This design comes from an exercise in tuning for a short achievable clock period and few clock cycles per item on the open sky130 flow, not from production work.
Where RTL was checked, it was by simulation tests only, not by an equivalence proof against the original.
Function not checked in run 4: the RTL went through the layout flow alone.
Power and IR drop assume default switching activity.

$ cat design/flow/config.mk
export PLATFORM = sky130hd
export DESIGN_NAME = top_RISCV
export DESIGN_NICKNAME = top_RISCV
export VERILOG_FILES = /design/flow/design.v
export SDC_FILE = /design/flow/constraint.sdc
export NUM_CORES = 8
export LEC_CHECK = 0
export CAP_MARGIN = 20
export CORE_MARGIN = 2
export CORE_UTILIZATION = 40
export SETUP_SLACK_MARGIN = 5
export SLEW_MARGIN = 20
$ cat design/flow/flow/synth_wrap.tcl
# Synthesis wrapper: synth_recipe.tcl (the standard synthesis) with its abc
# call given flow/abc_fast.script and the cells in flow/abc_dont_use.txt
# kept out of the mapping. @WD@ is replaced by the work folder.
proc abc {args} {
  set i [lsearch -exact $args -script]
  if {$i >= 0} { lset args [expr {$i + 1}] @WD@/flow/abc_fast.script }
  set f [open @WD@/flow/abc_dont_use.txt]
  foreach c [split [string trim [read $f]]] {
    if {$c ne ""} { lappend args -dont_use $c }
  }
  close $f
  yosys abc {*}$args
}
source @WD@/synth_recipe.tcl
$ cat design/flow/flow/run.sh
#!/bin/bash
# Layout flow: the standard ORFS flow (standard.sh) with these changes:
#  - synthesis maps the logic with abc using flow/abc_fast.script, which maps
#    every path for delay (the standard script recovers area on paths abc
#    thinks are short, which is most of the paths from the input ports),
#    without the slow 4-high-stack gates listed in flow/abc_dont_use.txt;
#  - no full/half adder cells (ADDER_MAP_FILE empty): the adders, written as
#    prefix adders in the RTL, go to abc as plain logic;
#  - repair_timing aims at a tighter setup margin than the 5 ns that the
#    settings list allows, so it keeps working down to a ~3.5 ns period;
#  - the port buffers are buf_4 cells (buffer_ports otherwise picks a
#    clock-delay buffer, which repair may only swap for other delay cells).
# Registers, constraints, floorplan, CTS and routing are standard.sh's.
# make's full output goes to flow_make.log here; ORFS keeps each step's log
# under orfs/logs/.
set -euo pipefail
WD=$(pwd)
MARGIN=${FLOW_SETUP_MARGIN:-6.5}
sed "s|@WD@|$WD|g" flow/synth_wrap.tcl > flow_synth.tcl
grep -q 'SYNTH_SCRIPT=[^ ]*synth_recipe.tcl' standard.sh
grep -q '"${@:-finish}"' standard.sh
sed -e "s|SYNTH_SCRIPT=[^ ]*synth_recipe.tcl|SYNTH_SCRIPT=$WD/flow_synth.tcl|" \
    -e "s|\"\${@:-finish}\"|SETUP_SLACK_MARGIN=${MARGIN} ADDER_MAP_FILE= BUFFER_PORTS_ARGS=\"-buffer_cell sky130_fd_sc_hd__buf_4\" \"\${@:-finish}\"|" \
    standard.sh > flow_standard.sh
grep -q "SETUP_SLACK_MARGIN=${MARGIN} ADDER_MAP_FILE=" flow_standard.sh
grep -q "SYNTH_SCRIPT=$WD/flow_synth.tcl" flow_standard.sh
bash flow_standard.sh "$@" > flow_make.log 2>&1
$ cat design/flow/constraint.sdc
create_clock -name core_clock -period 10.0 [get_ports {clk}]
set_input_delay 2.0000 -clock core_clock [delete_from_list [all_inputs] [get_ports {clk}]]
set_output_delay 2.0000 -clock core_clock [all_outputs]
set_load 0.01 [all_outputs]
$ cat design/flow/flow/abc_fast.script
strash
dch -f
map -D 10
buffer -c
topo
stime -c
upsize -c
dnsize -c
$ cat design/flow/design.v
module adder #(parameter N = 32) (
    input  wire [N-1:0] a,
    input  wire [N-1:0] b,
    input  wire         ci,
    output wire [N-1:0] s
);
localparam L = (N > 32) ? 6 : (N > 16) ? 5 : (N > 8) ? 4 : (N > 4) ? 3 : (N > 2) ? 2 : 1;
wire [N-1:0] p = a ^ b;
wire [N-1:0] g = {a[N-1:1] & b[N-1:1], (a[0] & b[0]) | (p[0] & ci)};
genvar k;
generate
    for (k = 0; k < L; k = k + 1) begin : g_lvl
        wire [N-1:0] gi, pi, go, po;
        if (k == 0) begin : g_first
            assign gi = g;
            assign pi = p;
        end else begin : g_next
            assign gi = g_lvl[k-1].go;
            assign pi = g_lvl[k-1].po;
        end
        assign go = gi | (pi & {gi[N-1-(1<<k):0], {(1<<k){1'b0}}});
        assign po = pi & {pi[N-1-(1<<k):0], {(1<<k){1'b0}}};
    end
endgenerate
wire [N-1:0] c = {g_lvl[L-1].go[N-2:0], ci};
assign s = p ^ c;
endmodule
module rfread (
    input  wire [4:0]       sel,
    input  wire [31*32-1:0] regs,
    output wire [31:0]      q
);
wire [32*32-1:0] all = {regs, 32'd0};
assign q = all[sel*32 +: 32];
endmodule
module eqcmp #(parameter N = 32) (
    input  wire [N-1:0] a,
    input  wire [N-1:0] b,
    output wire         eq
);
assign eq = ~|(a ^ b);
endmodule
module addz #(parameter N = 32) (
    input  wire [N-1:0] a,
    input  wire [N-1:0] b,
    output wire         z
);
assign z = ~|((a ^ b) ^ {a[N-2:0] | b[N-2:0], 1'b0});
endmodule
module aluz (
    input  wire [31:0] a,
    input  wire [31:0] b,
    input  wire        sub,
    input  wire        andop,
    input  wire        orop,
    output wire        z
);
wire za, ze;
addz  #(32) u_za (.a(a), .b(b), .z(za));
eqcmp #(32) u_ze (.a(a), .b(b), .eq(ze));
assign z = sub ? ze : andop ? ~|(a & b) : orop ? ~|(a | b) : za;
endmodule
module idxchk (
    input  wire [9:0] a,
    input  wire [9:0] b,
    input  wire [7:0] k,
    output wire       ok
);
wire [9:2] r  = a[9:2] ^ b[9:2] ^ k;
wire       c2 = (a[1] & b[1]) | ((a[1] ^ b[1]) & a[0] & b[0]);
wire [9:3] rk = ~(r[9:3] ^ ((a[8:2] & b[8:2]) | ((a[8:2] | b[8:2]) & r[8:2])));
assign ok = (r[2] == c2) & (&rk);
endmodule
module top_RISCV #(
    parameter n = 10,
    parameter m = 32
)(
    input wire clk,
    input wire rst,
    output wire [n-1:0] addr,
    output wire [m-1:0] write_data,
    output wire memwr,
    input wire [31:0] read_data,
    output wire [31:0] PC,
    input wire [31:0] instr
);
localparam [6:0] OP_R = 7'b0110011, OP_I = 7'b0010011, OP_L = 7'b0000011,
                 OP_S = 7'b0100011, OP_B = 7'b1100011, OP_J = 7'b1101111,
                 OP_JR = 7'b1100111;
reg  [7:0]  fidx;            
reg  [7:0]  pc_o;            
reg  [31:0] pc_x;            
reg         v_e;
reg  [31:0] a_e, b_e, sd_e, imm_e;
reg         fa_e, fb_e, fs_e;        
reg         wa_e, wb_e, ws_e;        
reg         q_ab, q_mb, q_wb, q_am, q_aw, q_mw, q_same;   
reg  [4:0]  rd_e;
reg         nbf_e;                   
reg         wen_e, sub_e, and_e, or_e, br_e, bne_e, jal_e, jalr_e, lw_e, sw_e, link_e, alu_e, add_e;
reg  [7:0]  pred_e;
reg  [31:0] npc;             
reg  [31:0] res_m;
reg  [4:0]  rd_m;
reg         wen_m, ld_m;
reg  [31:0] wb_w;            
reg  [9:0]  addr_r;
reg  [31:0] wdata_r;
reg         memwr_r;
reg  [7:0]  ras;             
reg  [31:0] rf [1:31];
assign PC         = {pc_x[31:10], pc_o, pc_x[1:0]};
assign addr       = addr_r;
assign write_data = wdata_r;
assign memwr      = memwr_r;
wire [31:0] mval = ld_m ? read_data : res_m;
wire [31:0] A  = fa_e ? res_m : wa_e ? wb_w : a_e;
wire [31:0] B  = fb_e ? res_m : wb_e ? wb_w : b_e;
wire [31:0] SD = fs_e ? mval  : ws_e ? wb_w : sd_e;
wire [31:0] sum, tgt;
wire [29:0] link_hi;
adder #(32) u_sum  (.a(A), .b(sub_e ? ~B : B), .ci(sub_e), .s(sum));
adder #(32) u_tgt  (.a(npc), .b(imm_e), .ci(1'b0), .s(tgt));
adder #(30) u_link (.a(npc[31:2]), .b(30'd0), .ci(1'b1), .s(link_hi));
wire [31:0] link = {link_hi, npc[1:0]};
wire [31:0] alu = and_e ? (A & B) : or_e ? (A | B) : sum;
wire [31:0] res_e = link_e ? link : alu;
wire eq_ab, eq_mb, eq_wb, eq_am, eq_aw, eq_mw;
eqcmp #(32) u_eqab (.a(a_e),   .b(b_e),   .eq(eq_ab));
eqcmp #(32) u_eqmb (.a(res_m), .b(b_e),   .eq(eq_mb));
eqcmp #(32) u_eqwb (.a(wb_w),  .b(b_e),   .eq(eq_wb));
eqcmp #(32) u_eqam (.a(a_e),   .b(res_m), .eq(eq_am));
eqcmp #(32) u_eqaw (.a(a_e),   .b(wb_w),  .eq(eq_aw));
eqcmp #(32) u_eqmw (.a(res_m), .b(wb_w),  .eq(eq_mw));
wire eq = (q_ab & eq_ab) | (q_mb & eq_mb) | (q_wb & eq_wb) |
          (q_am & eq_am) | (q_aw & eq_aw) | (q_mw & eq_mw) | q_same;
wire taken = br_e & (eq ^ bne_e);
wire okT, okN, okR;
eqcmp #(8) u_okt (.a(tgt[9:2]),  .b(pred_e), .eq(okT));
eqcmp #(8) u_okn (.a(link[9:2]), .b(pred_e), .eq(okN));
wire okR_a, okR_m, okR_w;
idxchk u_okra (.a(a_e[9:0]),   .b(b_e[9:0]), .k(pred_e), .ok(okR_a));
idxchk u_okrm (.a(res_m[9:0]), .b(b_e[9:0]), .k(pred_e), .ok(okR_m));
idxchk u_okrw (.a(wb_w[9:0]),  .b(b_e[9:0]), .k(pred_e), .ok(okR_w));
assign okR = fa_e ? okR_m : wa_e ? okR_w : okR_a;
wire misT = ~okT;
wire misN = ~okN;
wire misR = ~okR;
wire e_mis = v_e & (jalr_e ? misR : (jal_e | taken) ? misT : misN);
wire [31:0] e_next = jalr_e ? {sum[31:1], 1'b0} : (jal_e | taken) ? tgt : link;
wire [7:0]  e_idx  = jalr_e ? sum[9:2] : (jal_e | taken) ? tgt[9:2] : link[9:2];
wire z_a, z_m, z_w;
aluz u_za (.a(a_e),   .b(b_e), .sub(sub_e), .andop(and_e), .orop(or_e), .z(z_a));
aluz u_zm (.a(res_m), .b(b_e), .sub(sub_e), .andop(and_e), .orop(or_e), .z(z_m));
aluz u_zw (.a(wb_w),  .b(b_e), .sub(sub_e), .andop(and_e), .orop(or_e), .z(z_w));
wire ezero = fa_e ? z_m : wa_e ? z_w : z_a;
wire [6:0] op  = instr[6:0];
wire [2:0] f3  = instr[14:12];
wire [4:0] rs1 = instr[19:15];
wire [4:0] rs2 = instr[24:20];
wire [4:0] rd  = instr[11:7];
wire is_r    =  op[5] &  op[4];
wire is_i    = ~op[5] &  op[4];
wire is_lw   = ~op[5] & ~op[4];
wire is_sw   = ~op[6] &  op[5] & ~op[4];
wire is_br   =  op[6] & ~op[2];
wire is_jal  =  op[3];
wire is_jalr =  op[2] & ~op[3];
wire wen_d    = (is_r | is_i | is_lw | is_jal | is_jalr) & (rd != 5'd0);
wire useimm_d = is_i | is_lw | is_sw | is_jalr;
wire use1_d   = is_r | is_i | is_lw | is_sw | is_br | is_jalr;
wire use2_d   = is_r | is_br;
wire [31:0] imm_i = {{20{instr[31]}}, instr[31:20]};
wire [31:0] imm_s = {{20{instr[31]}}, instr[31:25], instr[11:7]};
wire [31:0] imm_b = {{20{instr[31]}}, instr[7], instr[30:25], instr[11:8], 1'b0};
wire [31:0] imm_j = {{12{instr[31]}}, instr[19:12], instr[20], instr[30:21], 1'b0};
wire [31*32-1:0] rfv;
wire [31:0] rf1, rf2;
rfread u_rf1 (.sel(rs1), .regs(rfv), .q(rf1));
rfread u_rf2 (.sel(rs2), .regs(rfv), .q(rf2));
wire e1 = v_e & wen_e & (rd_e == rs1);
wire e2 = v_e & wen_e & (rd_e == rs2);
wire m1 = wen_m & (rd_m == rs1);
wire m2 = wen_m & (rd_m == rs2);
wire stall = lw_e & ((e1 & use1_d) | (e2 & use2_d));
wire [7:0] seq   = fidx + 8'd1;
wire       h_d   = f3[0] ^ (rs1 == rs2);
wire       e_alu = v_e & alu_e & wen_e & nbf_e;
wire       br_ex = e_alu & (((rs2 == 5'd0) & (rd_e == rs1)) | ((rs1 == 5'd0) & (rd_e == rs2)));
wire       br_pt = br_ex ? (ezero ^ f3[0]) : h_d;
wire [9:0] jp_a, jp_m, jp_w, jr_a, jr_mm, jr_w, jr_e, jr_m;
adder #(10) u_jpa (.a(a_e[9:0]),   .b(b_e[9:0]), .ci(1'b0), .s(jp_a));
adder #(10) u_jpm (.a(res_m[9:0]), .b(b_e[9:0]), .ci(1'b0), .s(jp_m));
adder #(10) u_jpw (.a(wb_w[9:0]),  .b(b_e[9:0]), .ci(1'b0), .s(jp_w));
adder #(10) u_jra (.a(jp_a), .b(imm_i[9:0]), .ci(1'b0), .s(jr_a));
adder #(10) u_jrx (.a(jp_m), .b(imm_i[9:0]), .ci(1'b0), .s(jr_mm));
adder #(10) u_jrw (.a(jp_w), .b(imm_i[9:0]), .ci(1'b0), .s(jr_w));
assign jr_e = fa_e ? jr_mm : wa_e ? jr_w : jr_a;
adder #(10) u_jrm (.a(res_m[9:0]), .b(imm_i[9:0]), .ci(1'b0), .s(jr_m));
wire [7:0] jal_t, br_t;
adder #(8) u_jal (.a(fidx), .b(imm_j[9:2]), .ci(1'b0), .s(jal_t));
adder #(8) u_br  (.a(fidx), .b(imm_b[9:2]), .ci(1'b0), .s(br_t));
wire nf    = ~e_mis & ~stall;            
wire j_e   = e1 & e_alu & add_e;
wire j_m   = ~e1 & m1 & ~ld_m;
wire j_r   = ~e1 & ~m1 & (rs1 == 5'd1);
wire s_jal = nf & is_jal;
wire s_br  = nf & is_br & br_pt;
wire s_jre = nf & is_jalr & j_e;
wire s_jrm = nf & is_jalr & j_m;
wire s_ras = nf & is_jalr & j_r;
wire s_seq = nf & ~is_jal & ~(is_br & br_pt) & ~(is_jalr & (j_e | j_m | j_r));
wire s_hld = ~e_mis & stall;
wire [7:0] idx_next = ({8{e_mis}} & e_idx)     | ({8{s_hld}} & fidx) |
                      ({8{s_jal}} & jal_t)     | ({8{s_br}}  & br_t) |
                      ({8{s_jre}} & jr_e[9:2]) | ({8{s_jrm}} & jr_m[9:2]) |
                      ({8{s_ras}} & ras)       | ({8{s_seq}} & seq);
always @(posedge clk or posedge rst) begin
    if (rst)
        fidx <= 8'd0;
    else
        fidx <= idx_next;
end
always @(posedge clk) begin
    if (rst)
        pc_o <= 8'd0;
    else
        pc_o <= idx_next;
end
always @(posedge clk) begin
    if (rst)
        pc_x <= 32'd0;
    else if (v_e)
        pc_x <= e_next;
end
always @(posedge clk or posedge rst) begin
    if (rst)
        v_e <= 1'b0;
    else
        v_e <= ~e_mis & ~stall;
end
always @(posedge clk) begin
    q_ab   <= ~e1 & ~m1 & ~(~useimm_d & (e2 | m2));
    q_mb   <=  e1 & ~(~useimm_d & (e2 | m2));
    q_wb   <= ~e1 &  m1 & ~(~useimm_d & (e2 | m2));
    q_am   <= ~e1 & ~m1 & ~useimm_d & e2;
    q_aw   <= ~e1 & ~m1 & ~useimm_d & ~e2 & m2;
    q_mw   <= (e1 & ~useimm_d & ~e2 & m2) | (~e1 & m1 & ~useimm_d & e2);
    q_same <= (e1 & ~useimm_d & e2) | (~e1 & m1 & ~useimm_d & ~e2 & m2);
    a_e    <= rf1;
    fa_e   <= e1;
    wa_e   <= ~e1 & m1;
    b_e    <= useimm_d ? (is_sw ? imm_s : imm_i) : rf2;
    fb_e   <= ~useimm_d & e2;
    nbf_e  <= useimm_d | (~e2 & ~m2);
    wb_e   <= ~useimm_d & ~e2 & m2;
    sd_e   <= rf2;
    fs_e   <= e2;
    ws_e   <= ~e2 & m2;
    imm_e  <= is_jal ? imm_j : imm_b;
    rd_e   <= rd;
    wen_e  <= wen_d;
    sub_e  <= is_r & (f3 == 3'b000) & instr[30];
    and_e  <= (is_r | is_i) & (f3 == 3'b111);
    or_e   <= (is_r | is_i) & (f3 == 3'b110);
    add_e  <= ~(is_r & instr[30]) & (f3 == 3'b000);
    br_e   <= is_br;
    bne_e  <= f3[0];
    jal_e  <= is_jal;
    jalr_e <= is_jalr;
    lw_e   <= is_lw;
    sw_e   <= is_sw;
    link_e <= is_jal | is_jalr;
    alu_e  <= is_r | is_i;
    pred_e <= idx_next;
end
always @(posedge clk or posedge rst) begin
    if (rst) begin
        npc     <= 32'd0;
        wen_m   <= 1'b0;
        memwr_r <= 1'b0;
    end else begin
        if (v_e)
            npc <= e_next;
        wen_m   <= v_e & wen_e;
        memwr_r <= v_e & sw_e;
    end
end
always @(posedge clk) begin
    res_m   <= res_e;
    rd_m    <= rd_e;
    ld_m    <= lw_e;
    addr_r  <= sum[9:0];
    wdata_r <= SD;
    wb_w    <= mval;
end
always @(posedge clk or posedge rst) begin
    if (rst)
        ras <= 8'd0;
    else if (v_e & link_e & (rd_e == 5'd1))
        ras <= link[9:2];
end
genvar gi;
generate
    for (gi = 1; gi < 32; gi = gi + 1) begin : g_rf
        always @(posedge clk or posedge rst) begin
            if (rst)
                rf[gi] <= 32'd0;
            else if (wen_m && rd_m == gi)
                rf[gi] <= mval;
        end
        assign rfv[(gi-1)*32 +: 32] = rf[gi];
    end
endgenerate
endmodule
$ cat design/flow/flow/abc_dont_use.txt
sky130_fd_sc_hd__a2111o_1
sky130_fd_sc_hd__a2111o_2
sky130_fd_sc_hd__a2111o_4
sky130_fd_sc_hd__a2111oi_0
sky130_fd_sc_hd__a2111oi_1
sky130_fd_sc_hd__a2111oi_2
sky130_fd_sc_hd__a2111oi_4
sky130_fd_sc_hd__a41o_1
sky130_fd_sc_hd__a41o_2
sky130_fd_sc_hd__a41o_4
sky130_fd_sc_hd__a41oi_1
sky130_fd_sc_hd__a41oi_2
sky130_fd_sc_hd__a41oi_4
sky130_fd_sc_hd__nor4_1
sky130_fd_sc_hd__nor4_2
sky130_fd_sc_hd__nor4_4
sky130_fd_sc_hd__nor4b_1
sky130_fd_sc_hd__nor4b_2
sky130_fd_sc_hd__nor4b_4
sky130_fd_sc_hd__nor4bb_1
sky130_fd_sc_hd__nor4bb_2
sky130_fd_sc_hd__nor4bb_4
sky130_fd_sc_hd__o2111a_1
sky130_fd_sc_hd__o2111a_2
sky130_fd_sc_hd__o2111a_4
sky130_fd_sc_hd__o2111ai_1
sky130_fd_sc_hd__o2111ai_2
sky130_fd_sc_hd__o2111ai_4
sky130_fd_sc_hd__o41a_1
sky130_fd_sc_hd__o41a_2
sky130_fd_sc_hd__o41a_4
sky130_fd_sc_hd__o41ai_1
sky130_fd_sc_hd__o41ai_2
sky130_fd_sc_hd__o41ai_4
sky130_fd_sc_hd__or4_1
sky130_fd_sc_hd__or4_2
sky130_fd_sc_hd__or4_4
sky130_fd_sc_hd__or4b_1
sky130_fd_sc_hd__or4b_2
sky130_fd_sc_hd__or4b_4
sky130_fd_sc_hd__or4bb_1
sky130_fd_sc_hd__or4bb_2
sky130_fd_sc_hd__or4bb_4
$ cat design/flow/standard.sh
#!/bin/bash
# synth_recipe.tcl (not shown) runs the flow's synth.tcl, then flattens the netlist and writes it again
# the make line also repeats each setting of config.mk as NAME=value (left out here)
make -C /OpenROAD-flow-scripts/flow DESIGN_CONFIG=/design/flow/config.mk WORK_HOME=/design/flow/orfs CLKGATE_MAP_FILE= SYNTH_SCRIPT=/design/flow/synth_recipe.tcl "${@:-finish}"
==> results of run 1 <==
[cells by family after synthesis]
group / count (synthesis) / share of synthesized area
buffers and inverters: 1594 / 0.07767
AO/OA/AOI/OAI: 3795 / 0.2746
AND/OR/NAND/NOR: 4257 / 0.2241
flip-flops: 1343 / 0.4006
XOR/XNOR: 172 / 0.02292
multiplexers: 1 / 0.0001405
[sequential cells by signal, indices dropped and copies added (netlist names), 10 cells and up]
register  count
b_e          32
npc          32
rf          992
imm_e        20
wdata_r      32
addr_r       10
a_e          32
sd_e         32
wb_w         32
pc_x         24
res_m        32
[stage by stage]
step	hold WS, ns	cell area [um^2]
2_1_floorplan	0.3311	80470
3_3_place_gp	0.3322	83270
3_5_place_dp	0.3352	83270
4_1_cts	0.3556	93870
5_1_grt	0.3806	95940
6_report	0.3788	96000
[what timing repair did]
| item | in CTS | in global routing |
|---|---|---|
| gates cloned | 39 | 10 |
| pin swaps | 87 | 63 |
| gates resized for setup | 661 | 285 |
| setup endpoints to repair | 290 | 142 |
| setup buffers | 150 | 83 |
[per-layer routing]
metal	track usage	wire length, um	vias up
met5	0.002565	71	-
met4	0.3749	49520	10
met3	0.1134	52680	1984
met2	0.6868	205500	6741
met1	0.5270	167600	43670
li1	-	-	38707
[how the worst min path moves through the flow]
| stage | cells past startpoint | from | slack, ns | to |
|---|---|---|---|---|
| 6_report | 0 | lw_e$_DFF_P_ | 0.38 | ld_m$_DFF_P_ |
| 5_1_grt | 0 | lw_e$_DFF_P_ | 0.38 | ld_m$_DFF_P_ |
| 4_1_cts | 0 | lw_e$_DFF_P_ | 0.36 | ld_m$_DFF_P_ |
| 3_5_place_dp | 0 | lw_e$_DFF_P_ | 0.34 | ld_m$_DFF_P_ |
| 3_3_place_gp | 0 | lw_e$_DFF_P_ | 0.33 | ld_m$_DFF_P_ |
| 2_1_floorplan | 0 | lw_e$_DFF_P_ | 0.33 | ld_m$_DFF_P_ |
[worst reg2reg max path, stage by stage (launching register included)]
cell and delay [ns]:
dfxtp_2 0.46, nor2_4 0.38, nand4_1 0.57, nor2_1 0.29
nand3_1 0.14, o22ai_1 0.25, nand2_1 0.14, nand2_4 0.17
nand3_2 0.16, nand3_1 0.14, nand2_2 0.13, nand3_2 0.11
nand3_4 0.12, buf_4 0.18, nand4_1 0.06, nand3_1 0.10
or2_1 0.24
[placed cells by master, fill, tap and decap left out, types with 28 or more instances in the layout]
cell type | Yosys | final
a211oi_1 | 42 | 37
a21oi_1 | 629 | 587
a21oi_2 | 4 | 37
a221oi_1 | 224 | 221
a22oi_1 | 184 | 169
a31oi_1 | 120 | 104
a32oi_1 | 54 | 33
buf_12 | 0 | 53
buf_16 | 0 | 31
buf_4 | 21 | 448
bufbuf_16 | 0 | 28
clkbuf_1 | 681 | 30
clkbuf_16 | 0 | 174
clkbuf_8 | 0 | 35
clkinvlp_4 | 0 | 62
dfrtp_1 | 1043 | 1041
dfxtp_1 | 300 | 202
dfxtp_2 | 0 | 50
dfxtp_4 | 0 | 48
inv_1 | 686 | 612
inv_2 | 28 | 37
nand2_1 | 2259 | 2163
nand2_2 | 12 | 79
nand2_4 | 1 | 28
nand3_1 | 583 | 519
nand3_2 | 2 | 41
nand4_1 | 296 | 296
nor2_1 | 931 | 857
nor2_2 | 17 | 58
nor2_4 | 3 | 36
nor3_1 | 64 | 50
o211ai_1 | 146 | 146
o21ai_0 | 2089 | 2019
o21ai_1 | 49 | 55
o21ai_2 | 5 | 56
o221ai_1 | 125 | 122
xnor2_1 | 43 | 38
xor2_1 | 105 | 99
[layout make-up]
type	instances	area, um^2
inverter	723	3105
multi-input combinational	8228	44590
clock buffer	229	4698
sequential	1343	32350
fill	19821	103500
timing repair inverter	2	17.52
antenna	22	55.05
clock inverter	66	952.2
timing repair buffer	607	6900
tap	2656	3323
[report_power, final]
group          internal [W]  total (W)  switching [W]
Combinational       0.00408     0.0124        0.00832
Clock               0.00371    0.00635        0.00264
Sequential          0.00795     0.0103        0.00237
==> flow_summary.toml, run 1 <==
[outcome]
status = "complete, no violations"

[die]
ios = 141
core-area_mm2 = 0.1995
die_x_um = 451.6
dieArea_mm2 = 0.2040
initial_utilization = 0.4018
std_cell_rows = 164
die_h_um = 451.6

[synth]
synthArstFlopShare = 0.7766
synth_common_cells = "nand2_1, o21ai_0, dfrtp_1"
synth_edf_count = 0
synth_flop_cell = "dfrtp_1"
synthDistinctLibCells = 74
synth.cell_area_mm2 = 0.08014
synth.net_count = 11228
synth.avg_cell_area_um2 = 7.180
synthCells = 11162
synth.most_common_cell = "nand2_1"
ys_ff_latch = 1343
synth_warnings = 2
yosys.area.top_type = "dfrtp_1"
synth_top_cell_area_share = 0.3257
synth_area_leaders = "dfrtp_1, o21ai_0, nand2_1"
ys_seq_area_frac = 0.4006

[timing]
setup_viol = 0
rsz0062_at_grt = "yes"
max_freq_mhz = 264.5
finalHoldViolations = 0
tightestPinTransition_ns = 1.275
worst_slack_ns = 6.219
slew_headroom = 0.1502
fin_crit_ns = 3.781
fin_crit_sh = 0.3781
slew_violations = 0
setup_tns_ns = 0
fin_worst_skew_ns = 0.06076

[power]
leakagePower_nw = 42.39
ir_drop_mv = 0.1837
power_per_cell_area_mw_per_mm2 = 302.9
total_power_w = 0.02907

[critical_path]
crit_top_cell = "nand4_1"
crit_slowest_cell = "a21oi_4"
cp_max_fo = 25
r2r_cells = 16
crit_required_ns = 10.72
crit_type = "primary input to flop"
path_cells = "buf_16 > buf_16 > nor2_4 > buf_12 > nand4_1 > a21oi_4 > buf_6 > buf_6 > nand2_4 > a31oi_4 > o21bai_4 > buf_12 > nand4_1 > nand4_1 > or2_1"
crit_start = "instr[20]"
crit_buf_inv = 6
rrSetupSlack_ns = 6.24
worstReg2RegEnd = "pred_e[0]$_DFF_P_"
cp_data_arrival_time_ns = 4.50
worstSetupEndpointType = "flop"
max_stage_delay_ns = 0.33
critPathTopFamily = "buffers and inverters"
critPathCapture = "fidx[3]$_DFF_PP0_"
cp-start-kind = "primary input"
worstSetupPathDepth = 15
rr_startpoint = "wb_w[30]$_DFF_P_"

[routing]
first_pass_iters = 9
drt_first_iter_violations = 13837
drc_errors = 0
drtAntennaViolNets = 0
wl_um = 475300
num_vias = 91112
wire_per_inst_um = 34.26
routed_via_density = 6.566

[finish]
layout-drive-gt1-share = 0.1435
synthToLayoutAreaGrowth_pct = 19.78
instances_no_fill = 13876
layout.nets = 11131
utilization = 0.4813

[global_routing]
grt_usage = 0.4479
grt_max_degree = 161
overflow = 0
grt_pass1_vias = 84567
grt_pass1_wl_um = 651300
antenna_found_initial = 28

[placement]
place.gp.congestion = 1.117
numPortBuffers = 138
pre_cts_ws_ns = 4.062
dp.cells = 13277
dp_hpwl_um = 293000

[hold_path]
hold_path_class = "flop to flop"

[clocking]
cts_buffers = 160
cts_tree = "built"
cts_hold_repair.buffers = 0
cts-htree-levels = 4
cts_sinks = 1343
cts-root-buf = "clkbuf_16"
clkTransAtPathRegs_ns = 0.06
clock_path_buffers = 3
insertion_delay_ns = 0.88

[run]
maxCapViolCount = 0
Testbench counts, summed over its fixed seeds: cycles 22,015, instrs 21,298.
==> run 2: changes to the inputs <==
--- a/design/flow/design.v
+++ b/design/flow/design.v
@@ -100,3 +100,2 @@
 reg         wen_e, sub_e, and_e, or_e, br_e, bne_e, jal_e, jalr_e, lw_e, sw_e, link_e, alu_e, add_e;
-reg  [7:0]  pred_e;
 reg  [31:0] npc;             
@@ -136,10 +135,14 @@
           (q_am & eq_am) | (q_aw & eq_aw) | (q_mw & eq_mw) | q_same;
+wire tk = jal_e | (br_e & ((q_ab & (eq_ab ^ bne_e)) | (q_mb & (eq_mb ^ bne_e)) |
+                           (q_wb & (eq_wb ^ bne_e)) | (q_am & (eq_am ^ bne_e)) |
+                           (q_aw & (eq_aw ^ bne_e)) | (q_mw & (eq_mw ^ bne_e)) |
+                           (q_same & ~bne_e)));
 wire taken = br_e & (eq ^ bne_e);
 wire okT, okN, okR;
-eqcmp #(8) u_okt (.a(tgt[9:2]),  .b(pred_e), .eq(okT));
-eqcmp #(8) u_okn (.a(link[9:2]), .b(pred_e), .eq(okN));
+idxchk u_okt (.a(npc[9:0]), .b(imm_e[9:0]), .k(fidx), .ok(okT));
+eqcmp #(8) u_okn (.a(link[9:2]), .b(fidx), .eq(okN));
 wire okR_a, okR_m, okR_w;
-idxchk u_okra (.a(a_e[9:0]),   .b(b_e[9:0]), .k(pred_e), .ok(okR_a));
-idxchk u_okrm (.a(res_m[9:0]), .b(b_e[9:0]), .k(pred_e), .ok(okR_m));
-idxchk u_okrw (.a(wb_w[9:0]),  .b(b_e[9:0]), .k(pred_e), .ok(okR_w));
+idxchk u_okra (.a(a_e[9:0]),   .b(b_e[9:0]), .k(fidx), .ok(okR_a));
+idxchk u_okrm (.a(res_m[9:0]), .b(b_e[9:0]), .k(fidx), .ok(okR_m));
+idxchk u_okrw (.a(wb_w[9:0]),  .b(b_e[9:0]), .k(fidx), .ok(okR_w));
 assign okR = fa_e ? okR_m : wa_e ? okR_w : okR_a;
@@ -148,5 +151,13 @@
 wire misR = ~okR;
-wire e_mis = v_e & (jalr_e ? misR : (jal_e | taken) ? misT : misN);
-wire [31:0] e_next = jalr_e ? {sum[31:1], 1'b0} : (jal_e | taken) ? tgt : link;
-wire [7:0]  e_idx  = jalr_e ? sum[9:2] : (jal_e | taken) ? tgt[9:2] : link[9:2];
+wire mT = v_e & ~jalr_e & misT;
+wire mN = v_e & ~jalr_e & misN;
+wire mR = v_e &  jalr_e & misR;
+wire e_mis = mR | (tk ? mT : mN);
+wire [31:0] e_next = jalr_e ? {sum[31:1], 1'b0} : tk ? tgt : link;
+wire [9:0] jp_a, jp_m, jp_w;
+adder #(10) u_jpa (.a(a_e[9:0]),   .b(b_e[9:0]), .ci(1'b0), .s(jp_a));
+adder #(10) u_jpm (.a(res_m[9:0]), .b(b_e[9:0]), .ci(1'b0), .s(jp_m));
+adder #(10) u_jpw (.a(wb_w[9:0]),  .b(b_e[9:0]), .ci(1'b0), .s(jp_w));
+wire [7:0]  jt_idx = fa_e ? jp_m[9:2] : wa_e ? jp_w[9:2] : jp_a[9:2];
+wire [7:0]  e_idx  = jalr_e ? jt_idx : tk ? tgt[9:2] : link[9:2];
 wire z_a, z_m, z_w;
@@ -170,3 +181,2 @@
 wire useimm_d = is_i | is_lw | is_sw | is_jalr;
-wire use1_d   = is_r | is_i | is_lw | is_sw | is_br | is_jalr;
 wire use2_d   = is_r | is_br;
@@ -184,3 +194,3 @@
 wire m2 = wen_m & (rd_m == rs2);
-wire stall = lw_e & ((e1 & use1_d) | (e2 & use2_d));
+wire stall = lw_e & ((e1 & ~is_jal) | (e2 & use2_d));
 wire [7:0] seq   = fidx + 8'd1;
@@ -190,6 +200,3 @@
 wire       br_pt = br_ex ? (ezero ^ f3[0]) : h_d;
-wire [9:0] jp_a, jp_m, jp_w, jr_a, jr_mm, jr_w, jr_e, jr_m;
-adder #(10) u_jpa (.a(a_e[9:0]),   .b(b_e[9:0]), .ci(1'b0), .s(jp_a));
-adder #(10) u_jpm (.a(res_m[9:0]), .b(b_e[9:0]), .ci(1'b0), .s(jp_m));
-adder #(10) u_jpw (.a(wb_w[9:0]),  .b(b_e[9:0]), .ci(1'b0), .s(jp_w));
+wire [9:0] jr_a, jr_mm, jr_w, jr_e;
 adder #(10) u_jra (.a(jp_a), .b(imm_i[9:0]), .ci(1'b0), .s(jr_a));
@@ -198,3 +205,2 @@
 assign jr_e = fa_e ? jr_mm : wa_e ? jr_w : jr_a;
-adder #(10) u_jrm (.a(res_m[9:0]), .b(imm_i[9:0]), .ci(1'b0), .s(jr_m));
 wire [7:0] jal_t, br_t;
@@ -202,17 +208,13 @@
 adder #(8) u_br  (.a(fidx), .b(imm_b[9:2]), .ci(1'b0), .s(br_t));
-wire nf    = ~e_mis & ~stall;            
 wire j_e   = e1 & e_alu & add_e;
-wire j_m   = ~e1 & m1 & ~ld_m;
-wire j_r   = ~e1 & ~m1 & (rs1 == 5'd1);
-wire s_jal = nf & is_jal;
-wire s_br  = nf & is_br & br_pt;
-wire s_jre = nf & is_jalr & j_e;
-wire s_jrm = nf & is_jalr & j_m;
-wire s_ras = nf & is_jalr & j_r;
-wire s_seq = nf & ~is_jal & ~(is_br & br_pt) & ~(is_jalr & (j_e | j_m | j_r));
-wire s_hld = ~e_mis & stall;
-wire [7:0] idx_next = ({8{e_mis}} & e_idx)     | ({8{s_hld}} & fidx) |
-                      ({8{s_jal}} & jal_t)     | ({8{s_br}}  & br_t) |
-                      ({8{s_jre}} & jr_e[9:2]) | ({8{s_jrm}} & jr_m[9:2]) |
-                      ({8{s_ras}} & ras)       | ({8{s_seq}} & seq);
+wire j_r   = ~j_e & (rs1 == 5'd1);
+wire s_jal = is_jal;
+wire s_br  = is_br & br_pt;
+wire s_jre = is_jalr & j_e;
+wire s_ras = is_jalr & j_r;
+wire s_seq = ~(s_jal | s_br | s_jre | s_ras);
+wire [7:0] g_idx    = ({8{s_jal}} & jal_t)     | ({8{s_br}}  & br_t) |
+                      ({8{s_jre}} & jr_e[9:2]) | ({8{s_ras}} & ras)  |
+                      ({8{s_seq}} & seq);
+wire [7:0] idx_next = e_mis ? e_idx : stall ? fidx : g_idx;
 always @(posedge clk or posedge rst) begin
@@ -274,3 +276,2 @@
     alu_e  <= is_r | is_i;
-    pred_e <= idx_next;
 end
--- a/design/flow/flow/run.sh
+++ b/design/flow/flow/run.sh
@@ -17,3 +17,3 @@
 WD=$(pwd)
-MARGIN=${FLOW_SETUP_MARGIN:-6.5}
+MARGIN=${FLOW_SETUP_MARGIN:-6.8}
 sed "s|@WD@|$WD|g" flow/synth_wrap.tcl > flow_synth.tcl
--- a/design/flow/config.mk
+++ b/design/flow/config.mk
@@ -9,3 +9,3 @@
 export CORE_MARGIN = 2
-export CORE_UTILIZATION = 40
+export CORE_UTILIZATION = 65
 export SETUP_SLACK_MARGIN = 5
==> run 2 against run 1 <==
Compared with the run above:
- the flow now stops in 5_1_grt
- area after synthesis is 0.11% higher
- synthesized cell count is 1.1% higher
==> flow_summary.toml, run 2 <==
[placement]
place.gp.congestion = 1.115
dp_hpwl_um = 225300
postPlaceCellArea_mm2 = 0.08128
pre_cts_ws_ns = 4.357
numPortBuffers = 138

[die]
die_x_um = 355.3
ios = 141
die_h_um = 355.3
initial_utilization = 0.6566
std_cell_rows = 128

[global_routing]
grt_usage = 0.7324
overflow = 2
grt_max_degree = 200

[synth]
synth_edf_count = 0
ys_seq_area_frac = 0.3982
synth_top_cell_area_share = 0.3253
synth_flop_cell = "dfrtp_1"
synth.most_common_cell = "nand2_1"
synth.cell_area_mm2 = 0.08023
synthCells = 11282
synth_area_leaders = "dfrtp_1, o21ai_0, nand2_1"
synth_warnings = 2
synth_common_cells = "nand2_1, o21ai_0, nor2_1"
synth.net_count = 11348
synth.avg_cell_area_um2 = 7.111
yosys.area.top_type = "dfrtp_1"
ys_ff_latch = 1335
synthArstFlopShare = 0.7813
synthDistinctLibCells = 76

[outcome]
stop_stage = "5_1_grt"
status = "aborted with a tool error"
error = "[ERROR GRT-0232] Routing congestion too high. Check the congestion heatmap in the GUI."

[clocking]
cts_buffers = 143
cts-htree-levels = 4
cts_sinks = 1335
clock_path_buffers = 3
cts-root-buf = "clkbuf_16"
==> run 2: changes by cell type after synthesis, sizes merged, moves of 36 or more <==
cell	change
o211ai	+116
xor2	+74
o22ai	+117
inv	-123
a22oi	-78
o21ai	+151
nand4	-87
nand3	-196
clkbuf	+36
nand2	+65
a221oi	-108
a21oi	-209
nor2	+421
==> run 2: through the flow <==
stage | instances | total power (W) | hold slack [ns] | util | TNS (ns)
after floorplan | 11282 | 0.01621 | 0.3311 | - | -6950.41
after global placement | 12282 | 0.01935 | 0.3329 | 0.6650 | 0
after detailed placement | 12282 | 0.01986 | 0.3350 | 0.6652 | 0
after CTS | 12734 | 0.02620 | 0.3606 | 0.7518 | 0
==> run 2: power groups by stage <==
stage / registers (W) / logic [W] / clock network (W)
after detailed placement: 0.0101 / 0.00975 / 0
after CTS: 0.0102 / 0.0105 / 0.00554
after global placement: 0.00995 / 0.00940 / 0
after floorplan: 0.00930 / 0.00692 / 0
==> run 2: layer usage <==
layer	GRT overflow	track usage
met1	0	0.7568
met2	1	0.8970
met5	0	0.3438
met4	1	0.6918
met3	0	0.5565
==> run 2: kinds of logic after synthesis <==
family	synth area share
AOI/OAI and AO/OA	0.2737
DFF	0.3982
and+or+nand+nor	0.2278
xor gates and xnor gates	0.02647
buffers and inverters	0.07394
==> run 2: worst max path at each step <==
stage,from,to
detailed placement,instr[15],a_e[2]$_DFF_P_
CTS,instr[21],pc_o[6]$_SDFF_PP0_
global placement,instr[15],a_e[2]$_DFF_P_
floorplan,rst,fidx[0]$_DFF_PP0_
==> run 2: repair_timing <==
item                                    CTS
buffers inserted                        125
endpoints found under the setup margin  919
resized for setup                       805
cloned                                   68
hold buffers                              0
pin swaps                                83
Testbench counts of run 2, summed over its fixed seeds: cycles 22,015, instrs 21,298.
==> run 3: changes to the inputs <==
--- a/design/flow/flow/run.sh
+++ b/design/flow/flow/run.sh
@@ -17,3 +17,3 @@
 WD=$(pwd)
-MARGIN=${FLOW_SETUP_MARGIN:-6.8}
+MARGIN=${FLOW_SETUP_MARGIN:-6.5}
 sed "s|@WD@|$WD|g" flow/synth_wrap.tcl > flow_synth.tcl
--- a/design/flow/config.mk
+++ b/design/flow/config.mk
@@ -9,3 +9,3 @@
 export CORE_MARGIN = 2
-export CORE_UTILIZATION = 65
+export CORE_UTILIZATION = 40
 export SETUP_SLACK_MARGIN = 5
==> run 3 against run 2 <==
Compared with the run above:
- now clean on timing, DRC and antenna
- synthesized cell count is the same
- area after synthesis did not move
==> flow_summary.toml, run 3 <==
[finish]
layout_commonest_cell = "nand2_1"
layout_common_cells = "nand2_1, o21ai_0, nor2_1, dfrtp_1, inv_1"
top_register = "rf"
layout-drive-gt1-share = 0.1140
synthToLayoutAreaGrowth_pct = 15.55
largest_reg_flops = 992
instances_no_fill = 13815
layout.nets = 11081
n_fill_cell = 19925

[routing]
drc_errors = 0
wl_um = 413000
first_pass_iters = 9
wire_per_inst_um = 29.89
drt_first_iter_violations = 13412
num_vias = 88901
routed_via_density = 6.435
drtAntennaViolNets = 0

[die]
std_cell_rows = 164
initial_utilization = 0.4023
core-area_mm2 = 0.1995
dieArea_mm2 = 0.2042
ios = 141
die_h_um = 451.9
die_x_um = 451.9

[global_routing]
overflow = 0
grt_use_met2 = 0.5748
grt_max_degree = 170
grt_usage = 0.3881
antenna_found_initial = 17
use_met3 = 0.09350
top_usage_layer = "met2"
use_met1 = 0.4972
grt_pass1_wl_um = 583600
grt_pass1_vias = 81772

[power]
leakagePower_nw = 40.95
power_switching_w = 0.01194
ir_drop_mv = 0.1932
switching_share = 0.4447
pwr-share-clk = 0.223
internal-power_w = 0.01491
power_per_cell_area_mw_per_mm2 = 289.6
pwr-share-seq = 0.383
combPwrFrac = 0.394

[synth]
yosys.area.top_type = "dfrtp_1"
synth_top_cell_area_share = 0.3253
synthCells = 11282
ys_seq_area_frac = 0.3982
synth_edf_count = 0
synth_area_leaders = "dfrtp_1, o21ai_0, nand2_1"
synthDistinctLibCells = 76
ys_ff_latch = 1335
synth.avg_cell_area_um2 = 7.111
synth.cell_area_mm2 = 0.08023
synth_flop_cell = "dfrtp_1"
synthArstFlopShare = 0.7813
synth.most_common_cell = "nand2_1"
synth.net_count = 11348
synth_warnings = 2
synth_common_cells = "nand2_1, o21ai_0, nor2_1"

[placement]
dp_hpwl_um = 249100
place.gp.congestion = 1.031
dp.cells = 13355
numPortBuffers = 138

[clocking]
cts_tree = "built"
cts_sinks = 1335
cts-htree-levels = 4
cts_buffers = 155
clock_path_buffers = 3
clkTransAtPathRegs_ns = 0.06
cts-root-buf = "clkbuf_16"
cts_hold_repair.buffers = 0
insertion_delay_ns = 0.86

[hold_path]
hold_path_class = "flop to flop"

[timing]
max_freq_mhz = 272.8
fin_worst_skew_ns = 0.04899
finalHoldViolations = 0
slew_headroom = 0.1630
rsz0062_at_grt = "yes"
slew_violations = 0
setup_viol = 0
fin_crit_sh = 0.3666
fin_crit_ns = 3.666
holdWs_ns = 0.3803
tightestPinTransition_ns = 1.256

[critical_path]
cp_data_arrival_time_ns = 4.38
cp_max_fo = 8
crit_type = "primary input to flop"
cp-start-kind = "primary input"
worstSetupEndpointType = "flop"
rrSetupSlack_ns = 6.47
crit_required_ns = 10.71

[run]
maxCapViolCount = 0

[outcome]
status = "complete, no violations"
run 3: cell counts after synthesis:
No cell type changed its count.
run 3: power groups by stage:
stage / clock network, W / logic, W / registers, W
finish: 0.00599 / 0.0106 / 0.0103
global route: 0.00625 / 0.0116 / 0.0105
CTS: 0.00603 / 0.0101 / 0.0101
detailed placement: 0 / 0.00980 / 0.0101
global placement: 0 / 0.00965 / 0.0101
floorplan: 0 / 0.00692 / 0.00930
run 3: worst max-delay path, stage by stage:
cell and delay [ns]:
buf_16 0.17, clkinv_16 0.12, buf_16 0.19, nor3_4 0.28, o21a_1 0.18, nand4_1 0.23
a31oi_4 0.25, a21oi_2 0.08, o21ai_2 0.10, o311ai_4 0.14, nand3_2 0.11, nand2_1 0.06
a31oi_1 0.17, nand2_1 0.09, nand2_2 0.08, a21oi_1 0.06
run 3: cell type report:
| class | count | area, um^2 | area share |
|---|---|---|---|
| Sequential cell | 1335 | 32080 | 0.3461 |
| Timing Repair Buffer | 449 | 5241 | 0.05654 |
| Multi-Input combinational cell | 8461 | 44210 | 0.4769 |
| Inverter | 604 | 2450 | 0.02643 |
| Tap cell | 2656 | 3323 | 0.03585 |
| Timing Repair inverter | 9 | 81.33 | 0.0008773 |
| Antenna cell | 16 | 40.04 | 0.0004319 |
| Clock inverter | 46 | 601.8 | 0.006492 |
| Clock buffer | 239 | 4672 | 0.05040 |
run 3: worst paths after layout:
path                                        from  cells past startpoint                      to
worst max-delay path                   instr[20]                     16      pc_o[3]$_SDFF_PP0_
worst min-delay path                lw_e$_DFF_P_                      0            ld_m$_DFF_P_
worst max register to register  res_m[5]$_DFF_P_                     16      pc_o[6]$_SDFF_PP0_
worst min register to register      lw_e$_DFF_P_                      0            ld_m$_DFF_P_
max in group asynchronous                    rst                      4  rf[27][12]$_DFFE_PP0P_
min in group asynchronous                    rst                      3         wen_m$_DFF_PP0_
run 3: kinds of logic (layout without fill, tap and decap cells):
family / Yosys count / count (layout) / synth area share
AOI/OAI and AO/OA: 3785 / 3785 / 0.2737
DFF: 1335 / 1335 / 0.3982
and+or+nand+nor: 4454 / 4459 / 0.2278
xor gates and xnor gates: 217 / 217 / 0.02647
other: 0 / 16 / 0
buffers and inverters: 1491 / 1347 / 0.07394
run 3: metrics by stage:
stage | power (W) | setup WS [ns] | utilization | TNS [ns] | instance area (um^2)
after floorplan | 0.01621 | -6.664 | - | -6950.41 | 80230
after global placement | 0.01971 | 4.038 | 0.4156 | 0 | 82880
after detailed placement | 0.01994 | 4.001 | 0.4156 | 0 | 82880
after CTS | 0.02626 | 6.434 | 0.4573 | 0 | 91210
after global routing | 0.02834 | 6.305 | 0.4646 | 0 | 92670
final | 0.02685 | 6.334 | 0.4648 | 0 | 92700
run 3: repair_timing:
| action | 4_1_cts | 5_1_grt |
|---|---|---|
| setup endpoints to repair | 216 | 500 |
| cloned | 41 | 10 |
| resized for setup | 393 | 221 |
| pin swaps | 46 | 64 |
| setup buffers | 58 | 49 |
run 3: per-layer routing:
layer	routed length, um	part of all wire	vias up
li1	-	-	38392
met1	156200	0.38	42892
met2	176100	0.43	6215
met3	48020	0.12	1394
met4	32670	0.079	8
met5	45	0.00011	-
==> run 4: changes to the inputs <==
--- a/design/flow/design.v
+++ b/design/flow/design.v
@@ -198,3 +198,3 @@
 wire       e_alu = v_e & alu_e & wen_e & nbf_e;
-wire       br_ex = e_alu & (((rs2 == 5'd0) & (rd_e == rs1)) | ((rs1 == 5'd0) & (rd_e == rs2)));
+wire       br_ex = e_alu & (rs2 == 5'd0) & (rd_e == rs1);
 wire       br_pt = br_ex ? (ezero ^ f3[0]) : h_d;
==> run 4 against run 3 <==
Compared with the run above:
- cell area up 0.85%
- clock-buffer cell count fell by 5
- sequential power about the same
- clock power grew 0.8%
- clock skew up 0.014 ns
- largest power group unchanged
- final cell count rose by 1.2%
- synthesized cell count is 1.9% higher
- area after synthesis increased by 0.94%
- die area rose by 0.93%
- global-route usage is 0.088 points higher
- maximum frequency is 3.2% lower
- setup slack got worse by 0.12 ns
==> flow_summary.toml, run 4 <==
[critical_path]
cp-start-kind = "flop"
rrSetupSlack_ns = 6.21
crit_slowest_cell = "nand4_1"
crit_top_cell = "nand4_1"
crit_type = "flop to flop"
cp_data_arrival_time_ns = 4.54
worstSetupEndpointType = "flop"
path_cells = "clkinvlp_4 > nand2_2 > nand4_1 > nor3_4 > nand4_1 > nor2_4 > a21boi_1 > o21ai_1 > nand4_1 > o21ai_4 > buf_12 > buf_4 > nand2_4 > nand2_2 > nand2_1 > a21oi_4 > o21ai_1 > a21oi_1"
max_stage_delay_ns = 0.44
cp_max_fo = 8
crit_buf_inv = 3
critPathTopFamily = "simple AND/OR/NAND/NOR gates"
crit_required_ns = 10.76

[placement]
dp_hpwl_um = 259200
dp.cells = 13557
place.gp.congestion = 1.055
numPortBuffers = 138

[timing]
max_freq_mhz = 264.1
finalHoldViolations = 0
fin_crit_ns = 3.786
slew_violations = 0
slew_headroom = 0.1521
rsz0062_at_grt = "yes"
setup_viol = 0
fin_worst_skew_ns = 0.06347
tightestPinTransition_ns = 1.259
fin_crit_sh = 0.3786

[finish]
layout_commonest_cell = "o21ai_0"
n_fill_cell = 20205
largest_reg_flops = 992
layout_common_cells = "o21ai_0, nand2_1, nor2_1, dfrtp_1, inv_1"
layout-drive-gt1-share = 0.1156
top_register = "rf"
synthToLayoutAreaGrowth_pct = 15.45
layout.nets = 11238
instances_no_fill = 13983

[global_routing]
grt_max_degree = 187
antenna_found_initial = 18
grt_pass1_vias = 82371
overflow = 0
grt_pass1_wl_um = 586900
grt_usage = 0.3890

[die]
core-area_mm2 = 0.2017
std_cell_rows = 165
ios = 141
dieArea_mm2 = 0.2061
die_x_um = 453.9
initial_utilization = 0.4015
die_h_um = 453.9

[synth]
synth.cell_area_mm2 = 0.08098
synth_flop_cell = "dfrtp_1"
synth.most_common_cell = "o21ai_0"
synthCells = 11499
synthDistinctLibCells = 86
synth_warnings = 2
synthArstFlopShare = 0.7813
synth_area_leaders = "dfrtp_1, o21ai_0, nand2_1"
ys_ff_latch = 1335
synth.net_count = 11565
synth_edf_count = 0
ys_seq_area_frac = 0.3945
synth.avg_cell_area_um2 = 7.042
synth_top_cell_area_share = 0.3223
synth_common_cells = "o21ai_0, nand2_1, nor2_1"
yosys.area.top_type = "dfrtp_1"

[clocking]
cts_hold_repair.buffers = 0
cts_sinks = 1335
clock_path_buffers = 3
cts_buffers = 158
cts-htree-levels = 4
insertion_delay_ns = 0.86
cts_tree = "built"
cts-root-buf = "clkbuf_16"
clkTransAtPathRegs_ns = 0.06

[routing]
drtAntennaViolNets = 0
drt_first_iter_violations = 13379
wl_um = 418300
routed_via_density = 6.411
first_pass_iters = 9
drc_errors = 0
num_vias = 89652
wire_per_inst_um = 29.91

[hold_path]
hold_path_class = "flop to flop"

[power]
power_per_cell_area_mw_per_mm2 = 294.3
total_power_w = 0.02751
leakagePower_nw = 41.07
ir_drop_mv = 0.1885

[run]
maxCapViolCount = 0

[outcome]
status = "complete, no violations"
[run 4: cell count changes after synthesis, moves of 55 or more]
cell	change
o21ai_0	+122
o22ai_1	+115
nor2_1	+124
nand3_1	-112
nand2_1	-55
a221oi_1	-75
[run 4: layout make-up]
| type | count | area [um^2] | share of cell area |
|---|---|---|---|
| Multi-Input combinational cell | 8618 | 45170 | 0.4832 |
| Sequential cell | 1335 | 32120 | 0.3436 |
| Timing Repair Buffer | 414 | 4863 | 0.05202 |
| Clock buffer | 234 | 4657 | 0.04981 |
| Tap cell | 2672 | 3343 | 0.03576 |
| Inverter | 639 | 2541 | 0.02718 |
| Clock inverter | 55 | 686.9 | 0.007348 |
| Timing Repair inverter | 6 | 75.07 | 0.0008030 |
| Antenna cell | 10 | 25.02 | 0.0002677 |
[run 4: report_power, final]
part / switching [W] / internal [W] / leakage (nW)
Clock: 0.00252 / 0.00352 / 2.62
Sequential: 0.00231 / 0.00785 / 14.3
Combinational: 0.00754 / 0.00377 / 24.1
[run 4: metal layers]
metal  GRT usage  vias to the layer above  share of wire
met1      0.5213                    43335           0.40
met3     0.07718                     1278           0.11
met4      0.2241                       12          0.067
met2      0.5827                     6078           0.43
met5           0                        -        0.00041
li1            -                    38949              -
[run 4: repair_timing]
item	in CTS	in global routing
pin swaps	44	77
buffers inserted	50	29
resized for setup	358	328
endpoints found under the setup margin	476	414
gates cloned	35	11
[run 4: per-stage QoR]
stage,instance area (um^2),worst slack (ns),TNS [ns],util,hold slack [ns]
after floorplan,80990,-6.630,-6915.17,-,0.3311
after detailed placement,83670,4.434,0,0.4148,0.3558
after CTS,91750,6.461,0,0.4549,0.3758
after global placement,83660,4.424,0,0.4148,0.3531
final,93490,6.214,0,0.4635,0.3820
after global routing,93470,6.259,0,0.4634,0.3826
[run 4: cell families after synthesis]
kind of cell    count (synthesis)  share of synthesized area
compound gates               3992                     0.2831
xor+xnor                      208                    0.02522
simple gates                 4412                     0.2221
flops                        1335                     0.3945
buf+inv                      1552                    0.07515
[run 4: path summary, 6_finish.rpt]
kind / start / to / cells after the start
worst max register to register: res_m[17]$_DFF_P_ / pc_o[5]$_SDFF_PP0_ / 18
worst min-delay path: lw_e$_DFF_P_ / ld_m$_DFF_P_ / 0
worst min register to register: lw_e$_DFF_P_ / ld_m$_DFF_P_ / 0
min in group asynchronous: rst / npc[5]$_DFFE_PP0P_ / 3
worst max-delay path: res_m[17]$_DFF_P_ / pc_o[5]$_SDFF_PP0_ / 18
max in group asynchronous: rst / rf[6][7]$_DFFE_PP0P_ / 5
==> run 5: changes to the inputs <==
--- a/design/flow/design.v
+++ b/design/flow/design.v
@@ -91,3 +91,3 @@
 reg  [7:0]  pc_o;            
-reg  [31:0] pc_x;            
+reg  [31:0] pc_xn;           
 reg         v_e;
@@ -110,3 +110,3 @@
 reg  [31:0] rf [1:31];
-assign PC         = {pc_x[31:10], pc_o, pc_x[1:0]};
+assign PC         = {~pc_xn[31:10], pc_o, ~pc_xn[1:0]};
 assign addr       = addr_r;
@@ -231,7 +231,7 @@
 end
-always @(posedge clk) begin
+always @(posedge clk or posedge rst) begin
     if (rst)
-        pc_x <= 32'd0;
+        pc_xn <= 32'hffffffff;
     else if (v_e)
-        pc_x <= e_next;
+        pc_xn <= ~e_next;
 end
==> run 5 against run 4 <==
Compared with the run above:
- still clean on timing, DRC and antenna
- cell area is essentially flat
- clock-buffer cell count increased by 3
- non-clock buffer count is 38 higher
- critical path depth fell by 6
- combinational power is 6% lower
- clock power down 1%
- routed wire length fell by 2.0%
- critical endpoint is now b_e[21]$_DFF_P_
- highest routed layer unchanged
==> flow_summary.toml, run 5 <==
[clocking]
cts-htree-levels = 4
cts_hold_repair.buffers = 0
clkTransAtPathRegs_ns = 0.07
cts_buffers = 157
clock_path_buffers = 3
cts_sinks = 1335
cts_tree = "built"
cts-root-buf = "clkbuf_16"
insertion_delay_ns = 0.86

[power]
leakagePower_nw = 41.41
switching_share = 0.4423
internal-power_w = 0.01496
ir_drop_mv = 0.1889
combPwrFrac = 0.396
pwr-share-clk = 0.223
pwr-share-seq = 0.381
total_power_w = 0.02682
power_switching_w = 0.01186
power_per_cell_area_mw_per_mm2 = 287.1

[run]
maxCapViolCount = 0

[outcome]
status = "complete, no violations"

[global_routing]
antenna_found_initial = 22
overflow = 0
use_met3 = 0.06849
grt_pass1_wl_um = 572900
grt_use_met2 = 0.5665
grt_usage = 0.3776
grt_pass1_vias = 81387
grt_max_degree = 184
top_usage_layer = "met2"
use_met1 = 0.5071

[critical_path]
rr_startpoint = "res_m[8]$_DFF_P_"
crit_type = "primary input to flop"
critPathTopFamily = "buffers and inverters"
rrSetupSlack_ns = 6.46
worstReg2RegEnd = "pc_o[5]$_SDFF_PP0_"
max_stage_delay_ns = 0.35
worstSetupEndpointType = "flop"
worstSetupPathDepth = 12
path_cells = "buf_16 > inv_16 > buf_16 > buf_8 > o21ai_0 > o22ai_1 > nor2_1 > o21ai_0 > nor2_1 > a31oi_2 > nand2_1 > nand2_1"
crit_slowest_cell = "o21ai_0"
cp-start-kind = "primary input"
crit_required_ns = 10.75
cp_max_fo = 61
r2r_cells = 13
crit_buf_inv = 4
cp_data_arrival_time_ns = 4.38

[timing]
fin_crit_ns = 3.625
setup_tns_ns = 0
fin_crit_sh = 0.3625
slew_headroom = 0.1868
finalHoldViolations = 0
fin_worst_skew_ns = 0.04442
setup_viol = 0
max_freq_mhz = 275.8
tightestPinTransition_ns = 1.220
rsz0062_at_grt = "yes"
slew_violations = 0

[die]
dieArea_mm2 = 0.2061
die_h_um = 454.0
die_x_um = 454.0
initial_utilization = 0.4015
core-area_mm2 = 0.2017
ios = 141
std_cell_rows = 165

[synth]
synthDistinctLibCells = 83
synth_top_cell_area_share = 0.3223
synth_common_cells = "o21ai_0, nand2_1, nor2_1"
synth.net_count = 11526
synthArstFlopShare = 0.7993
synth_flop_cell = "dfrtp_1"
synth_warnings = 2
synthCells = 11460
synth_edf_count = 0
yosys.area.top_type = "dfrtp_1"
synth.cell_area_mm2 = 0.08098
synth.most_common_cell = "o21ai_0"
ys_ff_latch = 1335
synth.avg_cell_area_um2 = 7.066
ys_seq_area_frac = 0.3963
synth_area_leaders = "dfrtp_1, o21ai_0, nand2_1"

[routing]
drtAntennaViolNets = 0
num_vias = 88748
routed_via_density = 6.331
drt_first_iter_violations = 13430
wl_um = 409900
drc_errors = 0
first_pass_iters = 7
wire_per_inst_um = 29.24

[hold_path]
min-delay-start = "lw_e$_DFF_P_"
min_path_cells = 0
hold_path_class = "flop to flop"
min_to = "ld_m$_DFF_P_"

[finish]
layout.nets = 11255
layout-drive-gt1-share = 0.1238
multi_input_area_mm2 = 0.04445
largest_reg_flops = 992
regArea_mm2 = 0.03229
synthToLayoutAreaGrowth_pct = 15.39
top_register = "rf"
layout_common_cells = "o21ai_0, nand2_1, nor2_1, dfrtp_1, inv_1"
n_fill_cell = 20171
layout_commonest_cell = "o21ai_0"

[placement]
dp_hpwl_um = 251600
numPortBuffers = 138
place.gp.congestion = 1.018
## run 5: cell types whose count changed after synthesis, moves of 20 or more
| cell | change |
|---|---|
| nor2_1 | +22 |
| nand3_1 | +51 |
| dfstp_2 | +24 |
| a32oi_1 | -26 |
| a21oi_1 | -41 |
| o21ai_0 | +43 |
| buf_2 | -25 |
| and2_1 | +20 |
| o211ai_1 | -20 |
| o21ai_1 | -34 |
| dfxtp_1 | -24 |
| nor2_2 | +24 |
| nand2_1 | -77 |
## run 5: worst register-to-register path, cell delays in order (launching register included)
cell	delay, ns
dfxtp_2	0.54
nand2_1	0.33
nand2_2	0.31
nand4_1	0.13
nor2_1	0.12
nand4_1	0.29
o21ai_1	0.25
nand4_1	0.17
o21ai_4	0.33
nand2_8	0.18
o211ai_4	0.27
o211ai_1	0.16
o21bai_1	0.21
a21oi_1	0.18
## run 5: final cells by class
type | instances | share of cell area
Multi-Input combinational cell | 8582 | 0.4756
Sequential cell | 1335 | 0.3456
Timing Repair Buffer | 452 | 0.05658
Clock buffer | 237 | 0.05065
Tap cell | 2672 | 0.03578
Inverter | 655 | 0.02809
Clock inverter | 55 | 0.006480
Antenna cell | 25 | 0.0006695
Timing Repair inverter | 6 | 0.0005624
## run 5: cells by family after synthesis
| family | synth area share |
|---|---|
| AO/OA/AOI/OAI | 0.2772 |
| adder cells (fa/ha/maj) | 0.0001390 |
| flip-flops | 0.3963 |
| AND/OR/NAND/NOR | 0.2264 |
| XOR/XNOR | 0.02438 |
| buffers and inverters | 0.07560 |
## run 5: power by group through the flow
stage	Clock, W	Combinational (W)	Sequential [W]
final	0.00597	0.0106	0.0102
after global placement	0	0.00973	0.0100
after global routing	0.00624	0.0117	0.0105
after detailed placement	0	0.00986	0.0101
after floorplan	0	0.00689	0.00930
after CTS	0.00602	0.0102	0.0101
## run 5: stage by stage
step | utilization | hold WS (ns) | setup WS, ns | cell area (um^2) | std cells
floorplan | - | 0.3311 | -6.845 | 80990 | 11460
global placement | 0.4148 | 0.3619 | 4.145 | 83660 | 13540
detailed placement | 0.4148 | 0.3584 | 4.133 | 83660 | 13540
CTS | 0.4543 | 0.4021 | 6.401 | 91630 | 13931
global route | 0.4631 | 0.4105 | 6.361 | 93410 | 14005
finish | 0.4633 | 0.4021 | 6.375 | 93450 | 14019
## run 5: timing repair
| item | 4_1_cts | 5_1_grt |
|---|---|---|
| gates cloned | 30 | 15 |
| setup endpoints to repair | 237 | 355 |
| buffers inserted | 69 | 44 |
| resized for setup | 381 | 249 |
| pin swaps | 35 | 58 |
## run 5: worst max path at each step
stage,from,end
4_1_cts,instr[22],b_e[21]$_DFF_P_
5_1_grt,instr[21],pc_o[7]$_SDFF_PP0_
6_report,instr[20],b_e[21]$_DFF_P_
3_5_place_dp,instr[15],pc_o[0]$_SDFF_PP0_
2_1_floorplan,rst,fidx[0]$_DFF_PP0_
3_3_place_gp,instr[15],pc_o[7]$_SDFF_PP0_
## run 5: layer usage
metal  part of all wire  vias to the layer above
met5            0.00026                        -
met4              0.066                       16
met3               0.11                     1212
met2               0.43                     5933
met1               0.39                    42789
li1                   -                    38798
Testbench counts of run 5, summed over its fixed seeds: cycles 22,016, instrs 21,298.
==> run 6: changes to the inputs <==
--- a/design/flow/flow/run.sh
+++ b/design/flow/flow/run.sh
@@ -17,3 +17,3 @@
 WD=$(pwd)
-MARGIN=${FLOW_SETUP_MARGIN:-6.5}
+MARGIN=${FLOW_SETUP_MARGIN:-7.0}
 sed "s|@WD@|$WD|g" flow/synth_wrap.tcl > flow_synth.tcl
==> run 6 against run 5 <==
Compared with the run above:
- hold slack got worse by 0.0032 ns
- combinational power rose by 21%
- synthesized cell count did not move
- core utilization rose by 7.8 points
- sequential share of layout area fell by 4.8 points
- via count rose by 9.7%
- clock power rose by 1%
- critical path depth fell by 10
==> flow_summary.toml, run 6 <==
[clocking]
cts-root-buf = "clkbuf_16"
cts-htree-levels = 4
clock_path_buffers = 3
cts_sinks = 1335
cts_tree = "built"
clkTransAtPathRegs_ns = 0.07
cts_buffers = 157
insertion_delay_ns = 0.89

[finish]
final_area_mm2 = 0.1092
layout-drive-gt1-share = 0.2414
n_fill_cell = 18371
layout_commonest_cell = "o21ai_0"
synthToLayoutAreaGrowth_pct = 34.82
largest_reg_flops = 992
top_register = "rf"
layout_common_cells = "o21ai_0, nand2_1, nor2_1, dfrtp_1, inv_1"
utilization = 0.5413
layout.nets = 11915

[global_routing]
top_usage_layer = "met2"
grt_pass1_vias = 87782
use_met1 = 0.5473
overflow = 0
grt_use_met2 = 0.6234
grt_max_degree = 152
grt_pass1_wl_um = 644700
grt_usage = 0.4331
use_met3 = 0.1327
antenna_found_initial = 35

[power]
ir_drop_mv = 0.1998
power_per_cell_area_mw_per_mm2 = 268.2
leakagePower_nw = 47.82

[timing]
finalHoldViolations = 0
fin_worst_skew_ns = 0.05573
max_freq_mhz = 280.0
holdWs_ns = 0.3988
rsz0062_at_grt = "yes"
fin_crit_sh = 0.3571
fin_crit_ns = 3.571
tightestPinTransition_ns = 1.276
setup_viol = 0
slew_violations = 0
slew_headroom = 0.1439

[run]
maxCapViolCount = 0

[critical_path]
cp-start-kind = "flop"
cp_max_fo = 2
path_cells = "inv_2 > buf_6"
crit_required_ns = 8.00
crit_slowest_cell = "dfstp_2"
crit_type = "flop to primary output"
cp_data_arrival_time_ns = 1.57
worstSetupEndpointType = "primary output"
max_stage_delay_ns = 0.53

[placement]
place.gp.congestion = 1.018
dp_hpwl_um = 251600
numPortBuffers = 138
postPlaceCellArea_mm2 = 0.08366

[synth]
synthDistinctLibCells = 83
synth.avg_cell_area_um2 = 7.066
yosys.area.top_type = "dfrtp_1"
synth_common_cells = "o21ai_0, nand2_1, nor2_1"
synthArstFlopShare = 0.7993
synth_flop_cell = "dfrtp_1"
synth_warnings = 2
synth.net_count = 11526
synth_top_cell_area_share = 0.3223
ys_ff_latch = 1335
synth.cell_area_mm2 = 0.08098
ys_seq_area_frac = 0.3963
synth.most_common_cell = "o21ai_0"
synth_area_leaders = "dfrtp_1, o21ai_0, nand2_1"
synth_edf_count = 0
synthCells = 11460

[die]
initial_utilization = 0.4015
die_x_um = 454.0
die_h_um = 454.0
std_cell_rows = 165
dieArea_mm2 = 0.2061
ios = 141
core-area_mm2 = 0.2017

[routing]
num_vias = 97321
wl_um = 485500
drt_first_iter_violations = 16609
first_pass_iters = 17
drc_errors = 0
wire_per_inst_um = 33.01
drtAntennaViolNets = 0
routed_via_density = 6.618

[hold_path]
hold_path_class = "flop to flop"

[outcome]
status = "complete, no violations"
==> run 6: changes by cell type in the layout (fill, tap and decap cells not counted), moves of 76 or more <==
| cell | change |
|---|---|
| o21ai_1 | +153 |
| buf_12 | +76 |
| buf_16 | +121 |
| nand2_1 | -130 |
| o21ai_2 | +103 |
| buf_6 | +202 |
| buf_4 | +166 |
| nor2_4 | +81 |
| o21ai_0 | -295 |
| nor2_1 | -142 |
| a21oi_1 | -76 |
==> run 6: cell families (layout without fill, tap and decap cells) <==
| kind of cell | after synthesis | count (layout) | share of synthesized area |
|---|---|---|---|
| other cells | 0 | 52 | 0 |
| xor+xnor | 204 | 204 | 0.02438 |
| fa+ha+maj | 1 | 1 | 0.0001390 |
| buf+inv | 1545 | 2058 | 0.07560 |
| simple gates | 4458 | 4467 | 0.2264 |
| flops | 1335 | 1335 | 0.3963 |
| compound gates | 3917 | 3917 | 0.2772 |
==> run 6: layout make-up <==
type / count / area, um^2 / area share
diodes: 52 / 130.1 / 0.001192
clock buffers: 237 / 4733 / 0.04335
clock inverters: 55 / 605.6 / 0.005547
inverters: 655 / 2694 / 0.02467
multi-input cells: 8589 / 49450 / 0.4529
flip-flops and latches: 1335 / 32460 / 0.2973
well taps: 2672 / 3343 / 0.03062
repair buffers: 1100 / 15610 / 0.1430
repair inverters: 11 / 157.7 / 0.001444
==> run 6: power by group <==
part	internal (W)	leakage [nW]	switching, W
registers	0.00793	14.4	0.00249
clock network	0.00342	2.63	0.00262
logic	0.00471	30.8	0.00811
==> run 6: per-stage QoR <==
stage,setup WS (ns),TNS (ns),std cells,total power (W)
after detailed placement,4.133,0,13540,0.01994
after CTS,6.406,0,14377,0.02762
final,6.429,0,14706,0.02928
after global placement,4.145,0,13540,0.01973
after floorplan,-6.845,-7205.14,11460,0.01619
after global routing,6.406,0,14674,0.03063
==> run 6: critical path: cells and delay by family, from the launching register on <==
kind	cells	cell delay (ns)
flops	1	0.53
buf+inv	2	0.18
==> run 6: routing by layer <==
layer  up-vias  wire length, um
met5         -              742
met4        39            46910
met3      2498            69310
met2      8025           194400
met1     46427           174100
li1      40332                -
==> run 6: worst paths after layout <==
kind / to / cells past startpoint / slack, ns / startpoint
worst max register to register: fidx[3]$_DFF_PP0_ / 15 / 6.43 / a_e[16]$_DFF_P_
worst min-delay path: ld_m$_DFF_P_ / 0 / 0.40 / lw_e$_DFF_P_
worst max-delay path: PC[15] / 2 / 6.43 / pc_xn[15]$_DFFE_PP1P_
worst min register to register: ld_m$_DFF_P_ / 0 / 0.40 / lw_e$_DFF_P_
min in group asynchronous: fidx[1]$_DFF_PP0_ / 2 / 1.37 / rst
max in group asynchronous: rf[20][16]$_DFFE_PP0P_ / 4 / 6.93 / rst
==> run 6: repair_timing <==
action                     in CTS  in global routing
hold buffers                    0                  0
setup endpoints to repair     912                885
setup buffers                 393                207
pin swaps                     428                492
resized for setup            1733                902
cloned                        152                 69

Setup slack of run 6, layout unchanged: 6.429 ns with ideal ports, 6.136 ns with driving cells assumed (clock clkbuf_16, inputs buf_2), 5.184 ns with port delays also shifted by the 0.952 ns mid clock arrival.
